Source: an optimization exercise on an open RTL-to-GDS flow (aim: small area and a short achievable clock period). Production flows keep margins and buffers that such runs may drop. RTL that was checked went through simulation tests only; none was proved equivalent to the original. Power and IR drop assume default switching activity.

rev 12:
==> flow/design.v <==
`timescale 1ns / 1ps
module xcore (
      input             clk,
      input             rst,
      output reg [8:0]  pc,
      input [31:0]      instruction,
      output            ram_sel,
      output            ram_we,
      output [8:0]      ram_addr,
      output [31:0]     ram_wdata,
      input [31:0]      ram_rdata,
      output            trap
      );
   reg [31:0] regA, regB;
   reg [2:0]  regC;
   reg [31:0] regf [0:15];
   wire [3:0] op = instruction[31:28];
   wire op_sub  = op == 4'd2;
   wire op_shft = op == 4'd3;
   wire op_and  = op == 4'd4;
   wire op_xor  = op == 4'd5;
   wire op_ldih = op == 4'd7;
   wire alu     = op[3:1] == 3'b000 || op[3:1] == 3'b001 || op[3:1] == 3'b010;   
   wire load    = op == 4'd6 || op == 4'd7 || op == 4'd8 || op == 4'd10;
   wire store   = op == 4'd9 || op == 4'd11;
   wire branch  = op[3:2] == 2'b11;
   wire immop   = op == 4'd0 || op == 4'd3 || op == 4'd6 || op == 4'd7;
   wire busop   = op == 4'd1 || op == 4'd2 || op == 4'd4 || op == 4'd5 || op[3:2] == 2'b10;
   wire viab    = op[3:1] == 3'b101;   
   wire sumop   = !(op_shft || op_and || op_xor || store);   
   function [4:0] dec;    
      input [9:0] a;
      reg hi;
      begin
         hi = a[9] && a[8:5] == 4'd0;
         dec = {a[9] && !hi || hi && a[4] && a[3:1] != 3'd0,
                hi && !a[4], hi && a[4:0] == 5'd16, hi && a[4:0] == 5'd17, hi};
      end
   endfunction
   wire [4:0] di = dec(instruction[9:0]);
   wire [4:0] dh = dec(regA[9:0]);
   wire [4:0] db = dec(regB[9:0]);
   assign ram_sel   = viab ? !regB[9] : busop && !instruction[9];
   assign trap      = viab ? db[4] : busop && di[4];
   assign ram_we    = store;
   assign ram_addr  = viab ? regB[8:0] : instruction[8:0];
   assign ram_wdata = regA;
   wire is_rf = viab ? db[3] : di[3];
   wire is_rb = viab ? db[2] : op_ldih ? dh[2] : di[2];
   wire is_rc = viab ? db[1] : op_ldih ? dh[1] : di[1];
   wire [31:0] imm = op_ldih ? {instruction[15:0], regA[15:0]} : {{4{instruction[27]}}, instruction[27:0]};
   wire [3:0]  ra = viab ? regB[3:0] : instruction[3:0];
   wire [31:0] m0 = ra[3] ? (ra[2] ? regf[12] : regf[8]) : (ra[2] ? regf[4] : regf[0]);
   wire [31:0] m1 = ra[3] ? (ra[2] ? regf[13] : regf[9]) : (ra[2] ? regf[5] : regf[1]);
   wire [31:0] m2 = ra[3] ? (ra[2] ? regf[14] : regf[10]) : (ra[2] ? regf[6] : regf[2]);
   wire [31:0] m3 = ra[3] ? (ra[2] ? regf[15] : regf[11]) : (ra[2] ? regf[7] : regf[3]);
   wire [31:0] rf_rd = ra[1] ? (ra[0] ? m3 : m2) : (ra[0] ? m1 : m0);
   wire s_imm = immop && !is_rb && !is_rc;
   wire s_ram = ram_sel;
   wire s_rf  = busop && is_rf;
   wire [31:0] operand = ({32{is_rb}} & regB) | ({32{is_rc}} & {29'd0, regC}) |
                         ({32{s_imm}} & imm) | ({32{s_ram}} & ram_rdata) |
                         ({32{s_rf}} & rf_rd) | {32{branch}};
   wire [31:0] aa = load ? 32'd0 : (op_sub ? ~regA : regA);
   wire [31:0] p  = aa ^ operand;
   wire [31:0] g  = aa & operand;
   reg  [31:0] gk, pk;
   integer l, j;
   always @* begin
      gk = g;
      pk = p;
      for (j = 1; j < 32; j = j + 2) begin
         gk[j] = gk[j] | (pk[j] & gk[j-1]);
         pk[j] = pk[j] & pk[j-1];
      end
      for (l = 2; l < 32; l = l * 2)
        for (j = 31; j >= l + 1; j = j - 2) begin
           gk[j] = gk[j] | (pk[j] & gk[j-l]);
           pk[j] = pk[j] & pk[j-l];
        end
      for (j = 2; j < 32; j = j + 2)
        gk[j] = gk[j] | (pk[j] & gk[j-1]);
   end
   wire [31:0] c = {gk[30:0], 1'b0};    
   wire [31:0] ps = p ^ {32{op_sub}};
   wire shl = is_rb ? regB[31] : !is_rc && instruction[27];    
   reg [31:0] e;
   always @* begin
      if (op_shft)
        e = shl ? {regA[30:0], 1'b0} : {regA[31], regA[31:1]};
      else if (op_and)
        e = g;
      else if (op_xor)
        e = p;
      else
        e = regA;
   end
   wire [31:0] x0 = sumop ? ps : e;
   wire [31:0] x1 = sumop ? ~ps : e;
   wire [31:0] nA;
   genvar k;
   generate for (k = 0; k < 32; k = k + 1) begin : sel
      assign nA[k] = c[k] ? x1[k] : x0[k];
   end endgenerate
   wire fx = op_sub ? ~(aa[31] & operand[31]) : (aa[31] | operand[31]);
   wire [2:0] fa0 = {ps[31], 2'b00};
   wire [2:0] fa1 = {~ps[31], ~fx, fx};
   wire [2:0] farith = c[31] ? fa1 : fa0;
   reg  [2:0] flags;
   always @* begin
      if (op_shft)
        flags = shl ? {regA[30], regA[31] ^ regA[30], regA[31]} : {regA[31], 2'b00};
      else if (op_and)
        flags = {g[31], 2'b00};
      else if (op_xor)
        flags = {p[31], 2'b00};
      else
        flags = farith;
   end
   wire a_zero = regA == 32'd0;
   wire taken = branch && (op[1] ? !a_zero : a_zero);
   always @(posedge clk, posedge rst)
     if (rst) begin
        pc <= 9'd0;
        regA <= 32'd0;
        regB <= 32'd0;
        regC <= 3'd0;
     end else begin
        pc <= taken ? (op[0] ? regB[8:0] : instruction[8:0]) : pc + 9'd1;
        regA <= nA;
        if (alu)
          regC <= flags;
        if (store && is_rb)
          regB <= regA;
     end
   always @(posedge clk)
     if (store && is_rf)
       regf[ra] <= regA;
endmodule
==> flow/config.mk <==
export PLATFORM = sky130hd
export DESIGN_NAME = xcore
export DESIGN_NICKNAME = xcore
export VERILOG_FILES = /design/flow/design.v
export SDC_FILE = /design/flow/constraint.sdc
export NUM_CORES = 4
export LEC_CHECK = 0
export ABC_AREA = 1
export CAP_MARGIN = 20
export CORE_MARGIN = 2
export CORE_UTILIZATION = 55
export SETUP_SLACK_MARGIN = 3.5
export SLEW_MARGIN = 20
export TNS_END_PERCENT = 5
==> flow/constraint.sdc <==
create_clock -name core_clock -period 8.5 [get_ports {clk}]
set_input_delay 1.7000 -clock core_clock [delete_from_list [all_inputs] [get_ports {clk}]]
set_output_delay 1.7000 -clock core_clock [all_outputs]
set_load 0.01 [all_outputs]
standard.sh (not shown) runs the stock make flow with config.mk's settings and CLKGATE_MAP_FILE= SYNTH_SCRIPT=/design/flow/synth_recipe.tcl, a recipe that flattens the netlist after the stock synthesis.
==> flow/flow/run.sh <==
#!/bin/bash
# The standard ORFS layout (standard.sh), with extra ORFS settings:
# plain buffers on the ports and no dummy loads in the clock tree.
# make's output goes to flow_make.log; each ORFS step keeps its own log
# under orfs/logs/.
set -euo pipefail
bash standard.sh \
  "BUFFER_PORTS_ARGS=-buffer_cell sky130_fd_sc_hd__buf_2" \
  "CTS_ARGS=-sink_clustering_enable -repair_clock_nets -dont_use_dummy_load -buf_list sky130_fd_sc_hd__clkbuf_8" \
  finish > flow_make.log 2>&1
No stage failed in rev 12, and the final checks on the layout all came back clean.
## Diff of input files: rev 13 against rev 12
diff --git a/flow/design.v b/flow/design.v
--- a/flow/design.v
+++ b/flow/design.v
@@ -68,19 +68,13 @@
    integer l, j;
    always @* begin
       gk = g;
       pk = p;
-      for (j = 1; j < 32; j = j + 2) begin
-         gk[j] = gk[j] | (pk[j] & gk[j-1]);
-         pk[j] = pk[j] & pk[j-1];
-      end
-      for (l = 2; l < 32; l = l * 2)
-        for (j = 31; j >= l + 1; j = j - 2) begin
+      for (l = 1; l < 32; l = l * 2)
+        for (j = 31; j >= l; j = j - 1) begin
            gk[j] = gk[j] | (pk[j] & gk[j-l]);
            pk[j] = pk[j] & pk[j-l];
         end
-      for (j = 2; j < 32; j = j + 2)
-        gk[j] = gk[j] | (pk[j] & gk[j-1]);
    end
    wire [31:0] c = {gk[30:0], 1'b0};    
    wire [31:0] ps = p ^ {32{op_sub}};
    wire shl = is_rb ? regB[31] : !is_rc && instruction[27];    
Notes after the runs:
Rev 13 | stages: all done | timing, DRC, antenna: all pass. [compare] base=rev 12 new=rev 13: arrival time at the worst endpoint shows a reduction of 2.39 ns; die area did not really move; proportion of power drawn by the clock network flat. Measured against rev 12, the leakage dissipation of rev 13 comes out at 0.940 times the reference value. Looking at average cell area after synthesis, rev 13 sits 1.2% above rev 12. Changes observed in rev 13 relative to rev 12: sum of routed wire length over all layers dropped 4.3%, power after layout dropped about 1.2%, sequential share of layout area climbed 2.7 points.
The RTL of rev 12 was laid out without a check of its function.

* * *

Another version of the RTL of xcore (not shown whole).
Size: ~2600 cells after synthesis, about 590 flip-flops, ~120 I/O pins, ~28000 um^2 of cells after synthesis.
==> module xcore, before the edit <==
module xcore (
      input             clk,
      input             rst,
      output reg [8:0]  pc,
      input [31:0]      instruction,
      output            ram_sel,
      output            ram_we,
      output [8:0]      ram_addr,
      output [31:0]     ram_wdata,
      input [31:0]      ram_rdata,
      output            trap
      );
   reg [31:0] regA, regB;
   reg [2:0]  regC;
   reg [31:0] regf [0:15];
   wire [3:0] op = instruction[31:28];
   wire op_add  = op == 4'd0 || op == 4'd1;
   wire op_sub  = op == 4'd2;
   wire op_shft = op == 4'd3;
   wire op_and  = op == 4'd4;
   wire op_xor  = op == 4'd5;
   wire op_ldih = op == 4'd7;
   wire alu     = op[3:1] == 3'b000 || op[3:1] == 3'b001 || op[3:1] == 3'b010;   
   wire load    = op == 4'd6 || op == 4'd7 || op == 4'd8 || op == 4'd10;
   wire store   = op == 4'd9 || op == 4'd11;
   wire branch  = op[3:2] == 2'b11;
   wire immop   = op == 4'd0 || op == 4'd3 || op == 4'd6 || op == 4'd7;
   wire busop   = op == 4'd1 || op == 4'd2 || op == 4'd4 || op == 4'd5 || op[3:2] == 2'b10;
   wire viab    = op[3:1] == 3'b101;   
   wire [9:0] ai = op_ldih ? regA[9:0] : instruction[9:0];
   wire [9:0] ab = regB[9:0];
   wire ai_hi = ai[9] && ai[8:5] == 4'd0;
   wire ab_hi = ab[9] && ab[8:5] == 4'd0;
   wire ai_rf = ai_hi && !ai[4];
   wire ab_rf = ab_hi && !ab[4];
   wire ai_rb = ai_hi && ai[4:0] == 5'd16;
   wire ab_rb = ab_hi && ab[4:0] == 5'd16;
   wire ai_rc = ai_hi && ai[4:0] == 5'd17;
   wire ab_rc = ab_hi && ab[4:0] == 5'd17;
   wire ai_tr = ai[9] && !ai_hi || ai_hi && ai[4] && ai[3:1] != 3'd0;
   wire ab_tr = ab[9] && !ab_hi || ab_hi && ab[4] && ab[3:1] != 3'd0;
   wire is_rf  = viab ? ab_rf : ai_rf;
   wire is_rb  = viab ? ab_rb : ai_rb;
   wire is_rc  = viab ? ab_rc : ai_rc;
   wire is_ram = viab ? !ab[9] : !instruction[9];
   assign ram_sel   = busop && is_ram;
   assign trap      = busop && (viab ? ab_tr : ai_tr);
   assign ram_we    = store;
   assign ram_addr  = viab ? ab[8:0] : instruction[8:0];
   assign ram_wdata = regA;
   wire [31:0] imm = op_ldih ? {instruction[15:0], regA[15:0]} : {{4{instruction[27]}}, instruction[27:0]};
   wire [3:0]  ra = viab ? regB[3:0] : instruction[3:0];
   wire [31:0] rf_rd = regf[ra];
   wire s_rb  = is_rb;
   wire s_rc  = is_rc;
   wire s_imm = immop && !is_rb && !is_rc;
   wire s_ram = busop && is_ram;
   wire s_rf  = busop && is_rf;
   wire [31:0] operand = ({32{s_rb}} & regB) | ({32{s_rc}} & {29'd0, regC}) |
                         ({32{s_imm}} & imm) | ({32{s_ram}} & ram_rdata) |
                         ({32{s_rf}} & rf_rd) | {32{branch}};
   wire [31:0] aa  = load ? 32'd0 : (op_sub ? ~regA : regA);
   wire [31:0] pg_p = aa ^ operand;
   wire [31:0] pg_g = aa & operand;
   reg  [31:0] gk, pk;
   integer l, j;
   always @* begin
      gk = pg_g;
      pk = pg_p;
      for (l = 1; l < 32; l = l * 2)
        for (j = 31; j >= l; j = j - 1) begin
           gk[j] = gk[j] | (pk[j] & gk[j-l]);
           pk[j] = pk[j] & pk[j-l];
        end
   end
   wire [31:0] cin_v = {gk[30:0], 1'b0};    
   wire [31:0] s   = pg_p ^ cin_v;
   wire c31 = cin_v[31];    
   wire ac  = (op_sub ? ~(aa[31] & operand[31]) : (aa[31] | operand[31])) & c31;
   reg [31:0] nA;
   reg [2:0]  flags;
   always @* begin
      flags = {s[31] ^ op_sub, ac ^ c31, ac};
      if (op_shft) begin
         if (operand[31]) begin
            nA = {regA[30:0], 1'b0};
            flags = {regA[30], regA[31] ^ regA[30], regA[31]};
         end else begin
            nA = {regA[31], regA[31:1]};
            flags = {regA[31], 2'b00};
         end
      end else if (op_and) begin
         nA = regA & operand;
         flags = {nA[31], 2'b00};
      end else if (op_xor) begin
         nA = regA ^ operand;
         flags = {nA[31], 2'b00};
      end else if (store)
         nA = regA;
      else if (op_sub)
         nA = ~s;
      else
         nA = s;
   end
   wire a_zero = regA == 32'd0;
   wire taken = branch && (op[1] ? !a_zero : a_zero);
   always @(posedge clk, posedge rst)
     if (rst) begin
        pc <= 9'd0;
        regA <= 32'd0;
        regB <= 32'd0;
        regC <= 3'd0;
     end else begin
        pc <= taken ? (op[0] ? regB[8:0] : instruction[8:0]) : pc + 9'd1;
        regA <= nA;
        if (alu)
          regC <= flags;
        if (store && is_rb)
          regB <= regA;
     end
   always @(posedge clk)
     if (store && is_rf)
       regf[ra] <= regA;
endmodule
Settings: LEC_CHECK=0, ABC_AREA=1, CAP_MARGIN=20, CORE_MARGIN=2, CORE_UTILIZATION=40, SETUP_SLACK_MARGIN=4.0, SLEW_MARGIN=20; clock period 8.5 ns.
run.sh (not shown) runs the stock make flow with config.mk's settings and CLKGATE_MAP_FILE= SYNTH_SCRIPT=/design/flow/synth_recipe.tcl, a recipe that flattens the netlist after the stock synthesis.
Stock flow here: none of the scripts above is used.
The starting point ran to the end with no violations.
Rerun with:
--- a/flow/design.v
+++ b/flow/design.v
@@ -61,22 +61,8 @@
                          ({32{s_imm}} & imm) | ({32{s_ram}} & ram_rdata) |
                          ({32{s_rf}} & rf_rd) | {32{branch}};
    wire [31:0] aa  = load ? 32'd0 : (op_sub ? ~regA : regA);
-   wire [31:0] pg_p = aa ^ operand;
-   wire [31:0] pg_g = aa & operand;
-   reg  [31:0] gk, pk;
-   integer l, j;
-   always @* begin
-      gk = pg_g;
-      pk = pg_p;
-      for (l = 1; l < 32; l = l * 2)
-        for (j = 31; j >= l; j = j - 1) begin
-           gk[j] = gk[j] | (pk[j] & gk[j-l]);
-           pk[j] = pk[j] & pk[j-l];
-        end
-   end
-   wire [31:0] cin_v = {gk[30:0], 1'b0};    
-   wire [31:0] s   = pg_p ^ cin_v;
-   wire c31 = cin_v[31];    
+   wire [31:0] s   = aa + operand;
+   wire c31 = s[31] ^ aa[31] ^ operand[31];    
    wire ac  = (op_sub ? ~(aa[31] & operand[31]) : (aa[31] | operand[31])) & c31;
    reg [31:0] nA;
    reg [2:0]  flags;
After rerunning: The new run ran to the end with no violations. Final cell count goes up by 4.1%. Flip-flop and latch count stays the same. Power goes down by 1.5%. Routed wire length is about the same. Die area goes up by 2.4%. Critical path depth goes up by 5. Synthesized cell count goes up by 7.8%. Final area goes down by 1.2%. Non-clock buffer count goes down by 42.
Function was not checked in any run of this note: the RTL went through the layout flow alone.

[static timing again, ports no longer ideal]
The flow's constraints put no driver on any port. The routed layouts listed below were extracted and timed again, unchanged, in two steps.
Step 1 assumes that a clkbuf_16 drives the clock port and a buf_2 every other input.
Step 2, shift: input delay + t, output delay - t, t = (earliest + latest rising clock arrival at the registers) / 2. This alone moves slack from input paths to output paths.
Three values: no drivers, after step 1, after step 2; two values: the first two.
run	t, ns	slack for setup (ns)	worst setup path after step 2	slew at the worst register clock pin (ns)	worst data-port slew with drivers (ns)
rev 12	0.746	3.224 / 3.254 / 2.508	input to register	0.06 / 0.06	0.06
rev 13	0.711	3.542 / 3.516 / 2.863	input to register	0.07 / 0.07	0.06
the first run of note 2	0.672	3.370 / 3.389 / 2.717	input to register	0.07 / 0.07	0.07
the second run of note 2	0.675	3.141 / 3.153 / 2.478	input to register	0.07 / 0.07	0.06
After both steps every run listed still meets setup and hold. The setup slack of rev 12, which loses most, moves by +0.030 ns with the drivers and by -0.716 ns with both steps.
